What follows belongs to an exercise in optimizing a design on an open flow for small area; a production flow would make more cautious choices. Only simulation tests tie the RTL to the original design; equivalence was not proved. No driver is modelled on the clock port, so clocking that relies on it looks cheaper here than on a real chip. Power figures rest on the tool's default switching activity, not on a simulated workload.

==> design/flow/design.v <==
module UM6845R
(
  	input            CLOCK,
	input            CLKEN,
	input            nRESET,
	input            TYPE,
	input            ENABLE,
	input            nCS,
	input            R_nW,
	input            RS,
	input      [7:0] DI,
	output reg [7:0] DO,
	output reg       VSYNC,
	output reg       HSYNC,
	output           DE,
	output           hBlank,
	output           vBlank,
	output           FIELD,
	output           CURSOR,
	output    [13:0] MA,
	output     [4:0] RA
);
reg [7:0] R0_h_total;
reg [7:0] R1_h_displayed;
reg [7:0] R2_h_sync_pos;
reg [3:0] R3_v_sync_width;
reg [3:0] R3_h_sync_width;
reg [6:0] R4_v_total;
reg [4:0] R5_v_total_adj;
reg [6:0] R6_v_displayed;
reg [6:0] R7_v_sync_pos;
reg [1:0] R8_skew;
reg [1:0] R8_interlace;
reg [4:0] R9_v_max_line;
reg [1:0] R10_cursor_mode;
reg [4:0] R10_cursor_start;
reg [4:0] R11_cursor_end;
reg [5:0] R12_start_addr_h;
reg [7:0] R13_start_addr_l;
reg [5:0] R14_cursor_h;
reg [7:0] R15_cursor_l;
reg [4:0] addr;
reg  [7:0] hcc;
reg  [4:0] line;
reg  [6:0] row;
reg        in_adj;
reg        field;
reg [13:0] row_addr;
reg        hde;
reg  [3:0] hsc;
reg        vde;
reg        old_hs;
reg  [3:0] vsc;
reg  [1:0] dde;
reg        cursor_line;
wire il = R8_interlace[1] & R8_interlace[0];
assign FIELD  = ~field & il;
assign MA     = row_addr + hcc;
assign RA     = {line[4:1], line[0] | (field & il)};
assign hBlank = ~hde;
assign vBlank = ~vde;
wire de0 = hde & vde & |R6_v_displayed;
assign DE = TYPE ? de0 :
            R8_skew[1] ? (~R8_skew[0] & dde[1]) :
            (R8_skew[0] ? dde[0] : de0);
wire       sel  = ENABLE & ~nCS;
wire       rd   = sel & RS;
wire       a1x  = rd & (addr[4:2] == 3'b011);       
wire       t10  = rd & (addr == 5'd10);
wire       t11  = rd & (addr == 5'd11);
wire       t12  = a1x & ~TYPE & (addr[1:0] == 2'd0);
wire       t13  = a1x & ~TYPE & (addr[1:0] == 2'd1);
wire       t14  = a1x & (addr[1:0] == 2'd2);
wire       t15  = a1x & (addr[1:0] == 2'd3);
wire       hall = ~sel | (~RS & ~TYPE) | (rd & TYPE & (&addr));
wire       st5  = sel & ~RS & TYPE & ~vde;
wire [7:0] r10  = {1'b0, R10_cursor_mode, R10_cursor_start};
wire [7:0] r11  = {3'b0, R11_cursor_end};
wire [7:0] r12  = {2'b0, R12_start_addr_h};
wire [7:0] r14  = {2'b0, R14_cursor_h};
always @(*) begin
	DO = {8{hall}} | ({8{t10}} & r10) | ({8{t11}} & r11) | ({8{t12}} & r12) |
	     ({8{t13}} & R13_start_addr_l) | ({8{t14}} & r14) | ({8{t15}} & R15_cursor_l) |
	     {2'b0, st5, 5'b0};
end
wire wr = sel & ~R_nW;
always @(posedge CLOCK) begin
	if (~nRESET) begin
		addr <= 0;
		R0_h_total <= 0;
		R1_h_displayed <= 0;
		R2_h_sync_pos <= 0;
		{R3_v_sync_width,R3_h_sync_width} <= 0;
		R4_v_total <= 0;
		R5_v_total_adj <= 0;
		R6_v_displayed <= 0;
		R7_v_sync_pos <= 0;
		{R8_skew, R8_interlace} <= 0;
		R9_v_max_line <= 0;
		{R10_cursor_mode,R10_cursor_start} <= 0;
		R11_cursor_end <= 0;
		R12_start_addr_h <= 0;
		R13_start_addr_l <= 0;
		R14_cursor_h <= 0;
		R15_cursor_l <= 0;
	end
	else if (wr) begin
		if (~RS) addr <= DI[4:0];
		else begin
			case (addr)
				00: R0_h_total <= DI;
				01: R1_h_displayed <= DI;
				02: R2_h_sync_pos <= DI;
				03: {R3_v_sync_width,R3_h_sync_width} <= DI;
				04: R4_v_total <= DI[6:0];
				05: R5_v_total_adj <= DI[4:0];
				06: R6_v_displayed <= DI[6:0];
				07: R7_v_sync_pos <= DI[6:0];
				08: {R8_skew, R8_interlace} <= {DI[5:4],DI[1:0]};
				09: R9_v_max_line <= DI[4:0];
				10: {R10_cursor_mode,R10_cursor_start} <= DI[6:0];
				11: R11_cursor_end <= DI[4:0];
				12: R12_start_addr_h <= DI[5:0];
				13: R13_start_addr_l <= DI[7:0];
				14: R14_cursor_h <= DI[5:0];
				15: R15_cursor_l <= DI[7:0];
				default: ;
			endcase
		end
	end
end
wire       hcc_last = (hcc == R0_h_total) & (TYPE | (|R0_h_total));
wire [7:0] hcc_inc  = hcc + 1'd1;
wire [7:0] hcc_next = hcc_last ? 8'h00 : hcc_inc;
wire [4:0] line_max  = {in_adj ? R5_v_total_adj[4:1] - {3'b0, ~|R5_v_total_adj[0]} : R9_v_max_line[4:1],
                        ~il & (in_adj ? ~R5_v_total_adj[0] : R9_v_max_line[0])};
wire       line_last = (line == line_max) | ~|line_max;
wire [4:0] line_inc  = line + {il, ~il};
wire [4:0] line_next = line_last ? 5'd0 : {line_inc[4:1], line_inc[0] & ~il};
wire       row_last  = (row == R4_v_total) | ~|R4_v_total;
wire [6:0] row_inc   = row + 1'd1;
wire       frame_adj = row_last & ~in_adj & (|R5_v_total_adj);
wire       row_wrap  = row_last & ~frame_adj;
wire [6:0] row_next  = row_wrap ? 7'd0 : row_inc;
wire       row_new   = hcc_last & line_last;
wire       frame_new = row_new & (row_last | in_adj) & ~frame_adj;
always @(posedge CLOCK) begin
	if (~nRESET) begin
		hcc    <= 0;
		line   <= 0;
		row    <= 0;
		in_adj <= 0;
		field  <= 0;
	end
	else if (CLKEN) begin
		hcc <= hcc_next;
		if (hcc_last) line <= line_next;
		if (row_new) begin
			if (frame_adj) in_adj <= 1;
			else if (frame_new) begin
				in_adj <= 0;
				row <= 0;
				field <= ~field & R8_interlace[0];
			end
			else row <= row_inc;
		end
	end
end
wire hd_match   = (hcc_next == R1_h_displayed);
wire reload     = frame_new |
                  (~TYPE & hcc_last & ~|R4_v_total & ~|R9_v_max_line) |
                  (TYPE & ~line_last & ~|row & ~|hcc_next);
always @(posedge CLOCK) begin
	if (~nRESET) row_addr <= 0;
	else if (CLKEN) begin
		if (reload) row_addr <= {R12_start_addr_h, R13_start_addr_l};
		else if (hd_match & line_last & (|R1_h_displayed)) row_addr <= MA + 1'd1;
	end
end
always @(posedge CLOCK) begin
	if (~nRESET) begin
		hsc   <= 0;
		hde   <= 0;
		HSYNC <= 0;
	end
	else if (CLKEN) begin
		if (hd_match) hde <= 0;
		else if (hcc_last) hde <= 1;
		if (|hsc) hsc <= hsc - 1'd1;
		else if (hcc_next == R2_h_sync_pos) begin
			if (|R3_h_sync_width) begin
				HSYNC <= 1;
				hsc <= R3_h_sync_width - 1'd1;
			end
		end
		else HSYNC <= 0;
	end
end
always @(posedge CLOCK) begin
	if (~nRESET) begin
		vsc    <= 0;
		vde    <= 0;
		VSYNC  <= 0;
		old_hs <= 0;
	end
	else if (CLKEN) begin
		if (row_new) begin
			if (row_next == R6_v_displayed) vde <= 0;
			else if (frame_new) vde <= 1;
		end
		old_hs <= HSYNC;
		if (field ? (hcc_next == {1'b0, R0_h_total[7:1]}) : hcc_last) begin
			if (|vsc) vsc <= vsc - 1'd1;
			else if (field ? (row == R7_v_sync_pos && ~|line) : (row_next == R7_v_sync_pos && line_last)) begin
				VSYNC <= 1;
				vsc <= TYPE ? 4'hF : R3_v_sync_width - 1'd1;
			end
			else VSYNC <= 0;
		end
		else if (old_hs & ~HSYNC & ~|vsc) VSYNC <= 0;
	end
end
always @(posedge CLOCK) begin
	if (~nRESET) dde <= 0;
	else if (CLKEN) dde <= {dde[0], de0};
end
assign CURSOR = hde & vde & cursor_line & (MA == {R14_cursor_h, R15_cursor_l});
always @(posedge CLOCK) begin
	if (~nRESET) cursor_line <= 0;
	else if (CLKEN) begin
		if (line == R10_cursor_start) cursor_line <= 1;
		else if (line == R11_cursor_end) cursor_line <= 0;
	end
end
endmodule
==> design/flow/flow/run.sh <==
#!/bin/bash
# Layout flow: the standard ORFS flow (standard.sh) with an area-oriented
# ABC mapping script in synthesis (flow/my_synth.tcl, flow/abc.script), no
# adder cell mapping, and a clock tree without dummy loads
# whose clkbuf_4 leaves are upsized only where slew needs it (flow/pre_cts.tcl). Each tool's
# output goes to ORFS's own logs under orfs/logs; make's output to flow.log.
set -euo pipefail
HERE=$(pwd)
CTS="-sink_clustering_enable -repair_clock_nets -dont_use_dummy_load -sink_clustering_size 40 -sink_clustering_max_diameter 120 -root_buf sky130_fd_sc_hd__clkbuf_8 -buf_list {sky130_fd_sc_hd__clkbuf_4}"
bash standard.sh \
  SYNTH_SCRIPT=$HERE/flow/my_synth.tcl \
  "CTS_ARGS=$CTS" \
  PRE_CTS_TCL=$HERE/flow/pre_cts.tcl \
  ADDER_MAP_FILE= \
  "BUFFER_PORTS_ARGS=-buffer_cell sky130_fd_sc_hd__buf_1" \
  finish > flow.log 2>&1
==> design/flow/flow/abc.script <==
strash
&get -n
&deepsyn -T 90
&put
dch -f
amap -A 16 -F 4 -C 1000
topo
==> design/flow/flow/my_synth.tcl <==
set my_abc_script [file join [file dirname [file normalize [info script]]] abc.script]
proc synth {args} { yosys synth -nofsm -noshare {*}$args }
proc abc {args} {
  set i [lsearch -exact $args -script]
  if {$i >= 0} {
    set args [lreplace $args $i [expr {$i+1}] -script $::my_abc_script]
  }
  yosys abc {*}$args
}
source $::env(SCRIPTS_DIR)/synth.tcl
# left out here: clear keep_hierarchy, flatten, clean up, hide names made inside functions, write 1_2_yosys.v
==> design/flow/flow/pre_cts.tcl <==
# Clock tree: TritonCTS with small leaf buffers, then each leaf buffer whose
# estimated clock-pin slew is above a margin is upsized to clkbuf_8.
rename clock_tree_synthesis __tritoncts_clock_tree_synthesis
proc clock_tree_synthesis {args} {
  __tritoncts_clock_tree_synthesis {*}$args
  estimate_parasitics -placement
  set_propagated_clock [all_clocks]
  set block [ord::get_db_block]
  set n 0
  foreach inst [$block getInsts] {
    set m [[$inst getMaster] getName]
    if {![string match "clkbuf_*" [$inst getName]]} { continue }
    set net [[$inst findITerm X] getNet]
    set worst 0
    foreach it [$net getITerms] {
      if {[[$it getMTerm] getName] ne "CLK"} { continue }
      set p [get_pins [$it getName /]]
      foreach e {rise fall} { set s [get_property $p slew_max_$e]; if {$s > $worst} { set worst $s } }
    }
    if {$worst > 0.105 && $m ne "sky130_fd_sc_hd__clkbuf_8"} {
      replace_cell [get_cells [$inst getName]] sky130_fd_sc_hd__clkbuf_8
      incr n
    }
    puts "clock buffer [$inst getName] $m worst clock-pin slew $worst"
  }
  unset_propagated_clock [all_clocks]
  puts "upsized $n clock buffers"
}
==> design/flow/standard.sh <==
#!/bin/bash
# synth_recipe.tcl (not shown) runs the flow's synth.tcl, then flattens the netlist and writes it again
# the make line also repeats each setting of config.mk as NAME=value (left out here)
make -C /OpenROAD-flow-scripts/flow DESIGN_CONFIG=/design/flow/config.mk WORK_HOME=/design/flow/orfs CLKGATE_MAP_FILE= SYNTH_SCRIPT=/design/flow/synth_recipe.tcl "${@:-finish}"
==> design/flow/config.mk <==
export PLATFORM = sky130hd
export DESIGN_NAME = UM6845R
export DESIGN_NICKNAME = UM6845R
export VERILOG_FILES = /design/flow/design.v
export SDC_FILE = /design/flow/constraint.sdc
export NUM_CORES = 4
export LEC_CHECK = 0
export ABC_AREA = 1
export CAP_MARGIN = 0
export CORE_MARGIN = 2
export CORE_UTILIZATION = 70
export PLACE_DENSITY = 0.8
export SLEW_MARGIN = 0
==> design/flow/constraint.sdc <==
create_clock -name core_clock -period 8.0 [get_ports {CLOCK}]
set_input_delay 1.6000 -clock core_clock [delete_from_list [all_inputs] [get_ports {CLOCK}]]
set_output_delay 1.6000 -clock core_clock [all_outputs]
set_load 0.01 [all_outputs]
==> summary.md, run 1 <==
| Metric | Value |
|---|---|
| Status | finished clean |
| Power Density | 185 nW/um^2 |
| Layout cell share with drive strength beyond 1 | 1.90% |
| Slowest stage cell, crit path | dfxtp_1 |
| Mapped cell area | 7630 um^2 |
| Nets | 1069 |
| Fin. max-slew vios | 0 |
| Crit path largest cell delay | 0.40 ns |
| Most frequent CP cell | o21ai_0 |
| Port buffer count | 49 |
| Most frequent cells in the layout | clkinv_1 (211), o22ai_1 (182), dfxtp_1 (164), nor2_1 (79) |
| Critical Path Fanout Max | 6 |
| Final min period | 6.41 ns |
| Register bit total from synthesis | 164 |
| Most common cell after layout, fill and taps aside | clkinv_1 |
| Antenna violations before repair | 0 |
| Clock transition at path regs | 0.11 ns |
| Crit path max-delay family | compound AO/OA/AOI/OAI gates |
| Crit. End Element | primary output |
| Peak supply drop | 0.000150 V |
| RSZ-0062 raised after global routing | false |
| Fin Setup TNS | 0 ns |
| Layout Area Growth over Synthesis | 6.87% |
| Die ar. | 11800 um^2 |
| Detailed-placement wirelength estimate | 17300 um |
| Critical R2R Launch | hcc[0]$_SDFFE_PN0P_ |
| Largest net degree at the start of global routing | 37 |
| Final Util | 75.9% |
| Clk latency of the worst-skew pair | 0.47 ns |
| Worst Path Buf+Inv | 4 |
| Worst R2R End | hsc[2]$_SDFFE_PN0P_ |
| Hold WC Path Type | reg -> reg |
| GRT Overall Usage | 40.9% |
| Detailed Route Iter0 Violations | 1207 |
| CTS sink count | 164 |
| Final hold viol count | 0 |
| Lkg Pwr | 2.60 nW |
| Core ar. | 10700 um^2 |
| Hold Path Stages | 2 |
| Critical Path Start | hcc[1]$_SDFFE_PN0P_ |
| Fin Hold WS | 0.460 ns |
| Starting density of the core | 71.0% |
| Post-Syn Instances | 987 |
| Hold Startpoint | dde[0]$_SDFFE_PN0P_ |
| Synth async-reset ratio | 0% |
| Worst-margin pin slew | 1.03 ns |
| TritonCTS Buffers | 17 |
| Register area share after synthesis | 43.0% |
| Synthesized area per cell | 7.73 um^2 |
| Post-route clock skew | 0.0382 ns |
| Crit share post-route | 80.1% |
| YS warnings | 1 |
| Setup WS post-layout | 1.59 ns |
| R2R setup slack | 2.87 ns |
| Required @ worst endpoint | 6.40 ns |
| CP arrival | 4.81 ns |
| Vias in the first global route | 7286 |
| Hold Path End | dde[1]$_SDFFE_PN0P_ |
| Fmax | 156 MHz |
| Vias/cell | 6.82 |
| Startpoint types | flop |
| Chip height | 108 um |
| R2R depth | 26 |
| Drc violations | 0 |
| First-pass GRT wire length | 36600 um |
| Placed cells | 1174 |
| Cts repair resizes | 0 |
| Worst slack, placed | 2.10 ns |
| Final setup fails | 0 |
| Post-synth cell types | 41 |
| ANT cells | 0 |
| Number of synthesized flops with an enable pin | 0 |
| Vias | 8119 |
| RePlAce Congestion | 0.982 |
| Design area | 8160 um^2 |
| First-pass detailed-route iteration total | 7 |
| Critical path type | reg -> out |
| TritonCTS clock tree | done |
| Main synth FF type | dfxtp_1 |
| Placed Area | 7980 um^2 |
| Die width | 108 um |
| Post-CTS setup buffer count | 0 |
| Final WL | 23700 um |
| Syn Nets | 1003 |
| Avg WL per Cell | 19.9 um |
| Fin cells | 1191 |
| IO Pins | 50 |
| Max Cap Viol | 0 |
| Power Total | 1.51 mW |
| Grt total ovfl | 0 |
| CTS Hold Bufs | 0 |
| DRT antenna net count | 0 |
| Cell Rows | 38 |
| Relative slew margins | 30.9% |
-- Yosys cell counts (all sizes together), types with 5 or more instances --
master	instances	area [um^2]
o22ai	182	1140
nand4	10	62.6
or3	22	138
or2	5	31.3
o21ai	66	330
o221a	5	56.3
a22oi	10	75.1
clkinv	211	792
nor3	14	70.1
dfxtp	164	3280
nand2	66	248
a211oi	6	45.0
nor4	11	68.8
o211ai	10	75.1
o2111ai	8	70.1
a21oi	35	175
a222oi	13	130
nand3	8	40.0
nor2	79	297
o221ai	13	114
a31oi	6	37.5
a221oi	8	70.1
-- worst max path at each step --
stage,end,slack [ns],cells after the start
finish,CURSOR,1.59,25
global route,CURSOR,0.97,25
CTS,hsc[2]$_SDFFE_PN0P_,2.10,21
detailed placement,hsc[2]$_SDFFE_PN0P_,2.10,21
global placement,CURSOR,2.35,23
floorplan,CURSOR,2.74,24
-- cells by family (layout without fill, tap and decap cells) --
family          after synthesis  in the layout  share of synthesized area, %
buf+inv                     215            279                          10.8
compound gates              386            386                          33.1
simple gates                222            222                          13.1
flops                       164            164                          43.0
-- state kept, by name (all words and copies together) (netlist names), 5 cells and up --
register and cells:
R12_start_addr_h 6, R7_v_sync_pos 7, R0_h_total 8, line 5
R4_v_total 7, hcc 8, R10_cursor_start 5, R11_cursor_end 5
row_addr 14, R1_h_displayed 8, R14_cursor_h 6, R5_v_total_adj 5
R15_cursor_l 8, addr 5, R6_v_displayed 7, R9_v_max_line 5
R13_start_addr_l 8, R2_h_sync_pos 8, row 7
-- routing by layer --
metal | global-route usage [%] | vias to the layer above | part of all wire [%]
li1 | - | 3813 | -
met1 | 52.0 | 3727 | 40
met2 | 64.6 | 498 | 45
met3 | 11.3 | 81 | 12
met4 | 18.9 | 0 | 3.4
met5 | 0 | - | 0
-- final cells by class --
class	instances	area, um^2
multi-input combinational	608	3530
fill	884	2590
clock buffer	17	178
timing repair buffer	51	200
tap	140	175
sequential	164	3280
inverter	211	792
-- worst register-to-register path, stage by stage, from the launching register on --
cell and delay, ns:
dfxtp_1 0.45, clkinv_1 0.17, nor2_1 0.17, clkinv_1 0.10
nor2_1 0.15, clkinv_1 0.10, nor2_1 0.14, clkinv_1 0.10
nor2_1 0.14, clkinv_1 0.10, nor2_1 0.13, clkinv_1 0.10
nor2_1 0.17, clkinv_1 0.12, o21ai_0 0.34, clkinv_1 0.20
o21ai_0 0.22, clkinv_1 0.21, a221oi_1 0.30, o2111ai_1 0.41
clkinv_1 0.16, a31oi_1 0.10, or3_1 0.36, or2_0 0.28
nor2_1 0.17, a21oi_1 0.06, nor2_1 0.08
-- power by group --
part	internal [mW]	total (mW)	switching, mW
Sequential	0.838	0.859	0.0214
Clock	0.141	0.397	0.256
Combinational	0.0752	0.257	0.182
==> inputs of run 2 (changes only) <==
==> design/flow/flow/abc.script (replaced) <==
strash
&get -n
&deepsyn -T 40
&deepsyn -T 40 -S 11
&deepsyn -T 40 -S 23
&put
dch -f
amap -A 16 -F 4 -C 1000
topo
==> run 2 against run 1 <==
  * Still clean
  * Cell area about the same
  * Worst setup slack better by 0.054 ns
  * Synthesized cell count is 0.20% higher
  * Maximum frequency is 0.84% higher
  * Die area fell by 0.21%
  * Clock skew is 0.0022 ns higher
  * Sequential cell count unchanged
  * Hold slack better by 0.0069 ns
  * Largest power group unchanged
==> summary.md, run 2 <==
| Metric | Value |
|---|---|
| Status | finished clean |
| Detailed-placement wirelength estimate | 16800 um |
| Cts repair resizes | 0 |
| Fin. max-slew vios | 0 |
| Final WL | 23500 um |
| Critical Path Fanout Max | 7 |
| Register bit total from synthesis | 164 |
| Starting density of the core | 70.9% |
| Syn Nets | 1005 |
| Worst-margin pin slew | 1.20 ns |
| Synthesized area per cell | 7.70 um^2 |
| Critical path type | reg -> out |
| R2R depth | 25 |
| Final min period | 6.36 ns |
| Main synth FF type | dfxtp_1 |
| Fin Setup TNS | 0 ns |
| Power Density | 193 nW/um^2 |
| Chip height | 108 um |
| Hold Startpoint | dde[1]$_SDFFE_PN0P_ |
| Synth async-reset ratio | 0% |
| Detailed Route Iter0 Violations | 1358 |
| GRT Overall Usage | 40.6% |
| Critical R2R Launch | hcc[0]$_SDFFE_PN0P_ |
| Post-route clock skew | 0.0404 ns |
| Drc violations | 0 |
| Die width | 108 um |
| Worst R2R End | hsc[2]$_SDFFE_PN0P_ |
| Grt total ovfl | 0 |
| Crit share post-route | 79.5% |
| Fin cells | 1193 |
| Final hold viol count | 0 |
| Most common cell in the netlist | clkinv_1 |
| Layout Area Growth over Synthesis | 7.11% |
| R2R setup slack | 2.87 ns |
| Core ar. | 10700 um^2 |
| Crit. End Element | primary output |
| Xor and xnor area share after synthesis | 0.115% |
| ANT cells | 0 |
| Main combinational cell family by area after synthesis | compound AO/OA/AOI/OAI gates |
| Clk latency of the worst-skew pair | 0.48 ns |
| Dominant cell type by area after synthesis | dfxtp_1 |
| Register area share after synthesis | 43.1% |
| Synth top area cells | dfxtp_1 (43%), o22ai_1 (14%), clkinv_1 (10%), nor2_1 (4.5%), o21ai_0 (3.7%) |
| Port buffer count | 49 |
| Avg WL per Cell | 19.7 um |
| Post-Synth Simple-Gate Area | 13.8% |
| Hold WC Path Type | reg -> reg |
| Number of flip-flops in the largest register | 14 |
| Post-synth cell types | 38 |
| Number of synthesized flops with an enable pin | 0 |
| Hold Path Stages | 2 |
| Nets | 1071 |
| First-pass GRT wire length | 36700 um |
| Relative slew margins | 19.2% |
| Most common cell after layout, fill and taps aside | clkinv_1 |
| Critical Path Start | hcc[2]$_SDFFE_PN0P_ |
| Startpoint types | flop |
| YS warnings | 1 |
| Largest net degree at the start of global routing | 39 |
| Post-Synth Adder-Cell Area | 0% |
| Biggest register | row_addr |
| Hold Path End | dde[1]$_SDFFE_PN0P_ |
| Fmax | 157 MHz |
| Cell Rows | 38 |
| Compound-cell area share of the yosys netlist | 32.4% |
| CP arrival | 4.76 ns |
| First-pass detailed-route iteration total | 8 |
| CTS Hold Bufs | 0 |
| Vias | 8073 |
| Vias in the first global route | 7130 |
| TritonCTS clock tree | done |
| Required @ worst endpoint | 6.40 ns |
| Mapped cell area | 7620 um^2 |
| Max Cap Viol | 0 |
| RePlAce Congestion | 1.00 |
| CTS sink count | 164 |
| DRT antenna net count | 0 |
| TritonCTS Buffers | 17 |
| Most frequent cells in the layout | clkinv_1 (206), o22ai_1 (174), dfxtp_1 (164), nor2_1 (92), nand2_1 (63) |
| Post-synth top cells | clkinv_1 (206), o22ai_1 (174), dfxtp_1 (164) |
| Peak supply drop | 0.000167 V |
| Final setup fails | 0 |
| Antenna violations before repair | 0 |
| Layout cell share with drive strength beyond 1 | 1.90% |
| Multiplexer share of the synthesized area | 0% |
| Die ar. | 11700 um^2 |
| Lkg Pwr | 2.58 nW |
| RSZ-0062 raised after global routing | false |
| IO Pins | 50 |
| Share of the synthesized area in the top cell type | 43.1% |
| Clock transition at path regs | 0.09 ns |
| Post-Syn Instances | 989 |
| Placed cells | 1176 |
| Vias/cell | 6.77 |
| Post-CTS setup buffer count | 0 |
## run 2: changes by cell type after synthesis, moves of 4 or more
cell	delta
clkinv_1	-5
a21oi_1	+11
a2111oi_0	+4
nor2_1	+13
a221oi_1	+6
o221a_1	-4
a222oi_1	-4
nand3_1	+5
o21bai_1	-4
o21ai_0	-10
o22a_1	+4
o22ai_1	-8
## run 2: final cells by class
type,count,area (um^2)
inverters,206,773
fillers,863,2590
well taps,140,175
repair buffers,51,200
clock buffers,17,196
multi-input cells,615,3530
flip-flops and latches,164,3280
## run 2: metrics by stage
step | total power, mW | instance area, um^2 | hold WS (ns) | utilization [%] | setup slack, ns
2_1_floorplan | 1.07 | 7620 | 0.438 | - | 2.53
3_3_place_gp | 1.15 | 7960 | 0.450 | 74.1 | 2.26
3_5_place_dp | 1.16 | 7960 | 0.455 | 74.1 | 2.17
4_1_cts | 1.47 | 8160 | 0.454 | 75.9 | 2.13
5_1_grt | 1.62 | 8160 | 0.491 | 75.9 | 1.01
6_report | 1.58 | 8160 | 0.466 | 75.9 | 1.64
## run 2: critical path, stage by stage (launching register included)
cell and delay (ns):
dfxtp_1 0.39, o21ai_0 0.39, clkinv_1 0.18, a22oi_1 0.20
nand2_1 0.09, o21ai_0 0.12, clkinv_1 0.17, a22oi_1 0.22
nor2_1 0.08, a21oi_1 0.19, nor2_1 0.08, a21oi_1 0.21
o22ai_1 0.15, nand2_1 0.12, o21ai_0 0.19, a21oi_1 0.18
o21ai_0 0.12, a211o_1 0.25, a221o_1 0.26, a221oi_1 0.22
o221a_1 0.21, nor2b_1 0.12, buf_1 0.16
## run 2: power breakdown
| part | leakage [nW] | internal (mW) | switching, mW |
|---|---|---|---|
| combinational | 1.15 | 0.0848 | 0.205 |
| sequential | 1.32 | 0.841 | 0.0244 |
| clock | 0.107 | 0.157 | 0.264 |
## run 2: cell families after synthesis
kind of cell	Yosys count
AO/OA/AOI/OAI	379
AND/OR/NAND/NOR	235
flip-flops	164
XOR/XNOR	1
buffers and inverters	210
## run 2: worst max path at each step
stage	cells after the start	end	slack, ns
2_1_floorplan	23	CURSOR	2.53
3_3_place_gp	24	CURSOR	2.26
3_5_place_dp	20	vsc[3]$_SDFFE_PN0P_	2.17
4_1_cts	20	CURSOR	2.13
5_1_grt	24	CURSOR	1.01
6_report	22	CURSOR	1.64
## run 2: per-layer routing
metal / up-vias / part of all wire (%) / track usage (%)
met5: - / 0 / 0
met4: 0 / 4.1 / 16.2
met3: 105 / 12 / 8.32
met2: 528 / 43 / 61.3
met1: 3643 / 41 / 57.1
li1: 3797 / - / -
==> inputs of run 3 (changes only) <==
==> design/flow/flow/abc.script (replaced) <==
strash
&get -n
&deepsyn -T 90
&put
dch -f
amap -A 16 -F 4 -C 1000
topo
--- a/design/flow/config.mk
+++ b/design/flow/config.mk
@@ -9,5 +9,5 @@
 export CAP_MARGIN = 0
 export CORE_MARGIN = 2
-export CORE_UTILIZATION = 70
-export PLACE_DENSITY = 0.8
+export CORE_UTILIZATION = 76
+export PLACE_DENSITY = 0.86
 export SLEW_MARGIN = 0
==> run 3 against run 2 <==
  * Still clean on timing, DRC and antenna
  * Power down 3.5%
  * Cell count fell by 0.75%
  * Synthesized cell count decreased by 0.20%
  * Cell area is essentially flat
  * Clock power shrank 4%
  * Maximum frequency down 1.8%
  * Via count increased by 2.7%
  * First-iteration DRC count fell by 7.2%
  * Sequential share of layout area about the same
  * Critical path type unchanged
==> summary.md, run 3 <==
| Metric | Value |
|---|---|
| Status | finished clean |
| CTS Hold Bufs | 0 |
| Number of synthesized flops with an enable pin | 0 |
| Register bit total from synthesis | 164 |
| Core ar. | 9770 um^2 |
| Crit path max-delay family | compound AO/OA/AOI/OAI gates |
| Most frequent cells in the layout | clkinv_1 (211), o22ai_1 (182), dfxtp_1 (164), nor2_1 (79) |
| Chip height | 104 um |
| Final min period | 6.47 ns |
| Slowest stage cell, crit path | dfxtp_1 |
| Grt total ovfl | 0 |
| Critical Path Fanout Max | 6 |
| Nets | 1069 |
| Worst-margin pin slew | 1.01 ns |
| IO Pins | 50 |
| Share of the synthesized area in the top cell type | 43.0% |
| Vias | 8289 |
| R2R setup slack | 2.97 ns |
| Detailed Route Iter0 Violations | 1260 |
| TritonCTS clock tree | done |
| Post-synth cell types | 41 |
| Post-Syn Instances | 987 |
| Largest net degree at the start of global routing | 37 |
| Final WL | 23500 um |
| Synthesized area per cell | 7.73 um^2 |
| Layout cell share with drive strength beyond 1 | 1.90% |
| Design area | 8150 um^2 |
| Mapped cell area | 7630 um^2 |
| Antenna violations before repair | 0 |
| Port buffer count | 49 |
| GRT Overall Usage | 43.7% |
| Final hold viol count | 0 |
| Main synth FF type | dfxtp_1 |
| Hold Path Stages | 2 |
| Number of flip-flops in the largest register | 14 |
| Max Cap Viol | 0 |
| Crit. path cell count | 25 |
| Drc violations | 0 |
| Clk latency of the worst-skew pair | 0.48 ns |
| First-pass detailed-route iteration total | 9 |
| Post-synth top cells | clkinv_1 (211), o22ai_1 (182), dfxtp_1 (164) |
| Synth async-reset ratio | 0% |
| Relative slew margins | 32.8% |
| CP endpoint | CURSOR |
| Clock transition at path regs | 0.09 ns |
| Post-route clock skew | 0.0344 ns |
| Layout Area Growth over Synthesis | 6.84% |
| Dominant cell type by area after synthesis | dfxtp_1 |
| Placed Area | 7970 um^2 |
| First-pass GRT wire length | 37500 um |
| Startpoint types | flop |
| DRT antenna net count | 0 |
| Fin Setup TNS | 0 ns |
| Critical Path Start | hcc[1]$_SDFFE_PN0P_ |
| Worst R2R End | hsc[2]$_SDFFE_PN0P_ |
| Most common cell after layout, fill and taps aside | clkinv_1 |
| Critical path type | reg -> out |
| Peak supply drop | 0.000168 V |
| Post-CTS setup buffer count | 0 |
| Crit share post-route | 80.9% |
| Worst Path Buf+Inv | 3 |
| TritonCTS Buffers | 17 |
| CTS sink count | 164 |
| Register area share after synthesis | 43.0% |
| Vias/cell | 7.00 |
| Vias in the first global route | 7502 |
| CP arrival | 4.87 ns |
| Synth top area cells | dfxtp_1 (43%), o22ai_1 (15%), clkinv_1 (10%), o21ai_0 (4.3%), nor2_1 (3.9%) |
| Crit path largest cell delay | 0.39 ns |
| Hold WC Path Type | reg -> reg |
| Critical R2R Launch | hcc[0]$_SDFFE_PN0P_ |
| Syn Nets | 1003 |
| RePlAce Congestion | 1.01 |
| YS warnings | 1 |
| Lkg Pwr | 2.60 nW |
| Cts repair resizes | 0 |
| Most common cell in the netlist | clkinv_1 |
| Final setup fails | 0 |
| Biggest register | row_addr |
| Cell Rows | 36 |
| ANT cells | 0 |
| Detailed-placement wirelength estimate | 16900 um |
| Most frequent CP cell | o21ai_0 |
| Die width | 104 um |
| R2R depth | 26 |
| Die ar. | 10900 um^2 |
| Fmax | 155 MHz |
| Power Density | 187 nW/um^2 |
| Starting density of the core | 78.1% |
| Required @ worst endpoint | 6.40 ns |
| Crit. End Element | primary output |
| Avg WL per Cell | 19.9 um |
| RSZ-0062 raised after global routing | false |
| Fin. max-slew vios | 0 |
-- run 3: cell type report --
class                           instances  area (um^2)
Timing Repair Buffer                   51          200
Multi-Input combinational cell        608         3530
Fill cell                             654         1620
Clock buffer                           17          184
Sequential cell                       164         3280
Tap cell                              133          166
Inverter                              211          792
-- run 3: worst reg2reg max path, cell delays in order, from the launching register on --
cell and delay (ns):
dfxtp_1 0.44, clkinv_1 0.17, nor2_1 0.19, clkinv_1 0.11, nor2_1 0.15, clkinv_1 0.10
nor2_1 0.14, clkinv_1 0.10, nor2_1 0.16, clkinv_1 0.11, nor2_1 0.14, clkinv_1 0.10
nor2_1 0.14, clkinv_1 0.10, o21ai_0 0.32, clkinv_1 0.20, o21ai_0 0.23, clkinv_1 0.20
a221oi_1 0.31, o2111ai_1 0.37, clkinv_1 0.16, a31oi_1 0.08, or3_1 0.34, or2_0 0.28
nor2_1 0.16, a21oi_1 0.06, nor2_1 0.09
-- run 3: cells by family after synthesis --
kind of cell | after synthesis | synth area share [%]
flip-flops | 164 | 43.0
AO/OA/AOI/OAI | 386 | 33.1
AND/OR/NAND/NOR | 222 | 13.1
buffers and inverters | 215 | 10.8
-- run 3: worst min-delay path by stage --
stage / slack, ns / endpoint / start
after floorplan: 0.44 / R8_interlace[1]$_SDFFE_PN0P_ / R8_interlace[1]$_SDFFE_PN0P_
after global placement: 0.45 / R8_interlace[1]$_SDFFE_PN0P_ / R8_interlace[1]$_SDFFE_PN0P_
after detailed placement: 0.46 / hsc[0]$_SDFFE_PN0P_ / hsc[0]$_SDFFE_PN0P_
after CTS: 0.47 / R8_skew[1]$_SDFFE_PN0P_ / R8_skew[1]$_SDFFE_PN0P_
after global routing: 0.50 / R8_interlace[1]$_SDFFE_PN0P_ / R8_interlace[1]$_SDFFE_PN0P_
final: 0.48 / R10_cursor_mode[0]$_SDFFE_PN0P_ / R10_cursor_mode[0]$_SDFFE_PN0P_
-- run 3: report_power, final --
part	internal, mW	total (mW)	switching (mW)
sequential	0.838	0.858	0.0207
clock	0.146	0.405	0.259
combinational	0.0752	0.258	0.182
total	1.06	1.52	0.462
-- run 3: metal layers --
layer	share of wire, %	up-vias	global-route usage [%]
met1	38	3677	56.3
met5	0	-	0
met4	5.3	0	22.1
met2	43	641	67.2
li1	-	3819	-
met3	13	152	12.7
-- run 3: per-stage QoR --
step | util (%) | hold slack (ns) | cells | total power, mW | worst slack, ns
after floorplan | - | 0.437 | 987 | 1.04 | 2.74
after global placement | 81.5 | 0.449 | 1167 | 1.12 | 2.42
after detailed placement | 81.5 | 0.459 | 1167 | 1.12 | 2.13
after CTS | 83.4 | 0.466 | 1184 | 1.42 | 2.10
after global routing | 83.4 | 0.497 | 1184 | 1.57 | 0.960
final | 83.4 | 0.482 | 1184 | 1.52 | 1.53

## what the ideal ports hide
No port has a modelled driver above. Below, the same layouts with a new extraction and two added sets of constraints.
Step 1, drivers: a clkbuf_16 drives CLOCK and a buf_2 each remaining input, both assumed.
Step 2 adds t to the input delays and takes it off the output delays; t is the mean of the earliest and latest rising clock arrival at the registers after step 1. Input paths then give back, and output paths get back, about the clock's delay inside the block.
Slacks: ideal / step 1 / step 2; pairs: ideal / step 1.
| run | shift t [ns] | slack for setup (ns) | worst setup path at the end |
|---|---|---|---|
| run 1 | 0.486 | 1.589 / 1.554 / 1.867 | input to register |
| run 2 | 0.491 | 1.643 / 1.607 / 1.886 | input to register |
| run 3 | 0.495 | 1.529 / 1.492 / 1.946 | input to register |
After both steps every run listed still meets setup and hold.
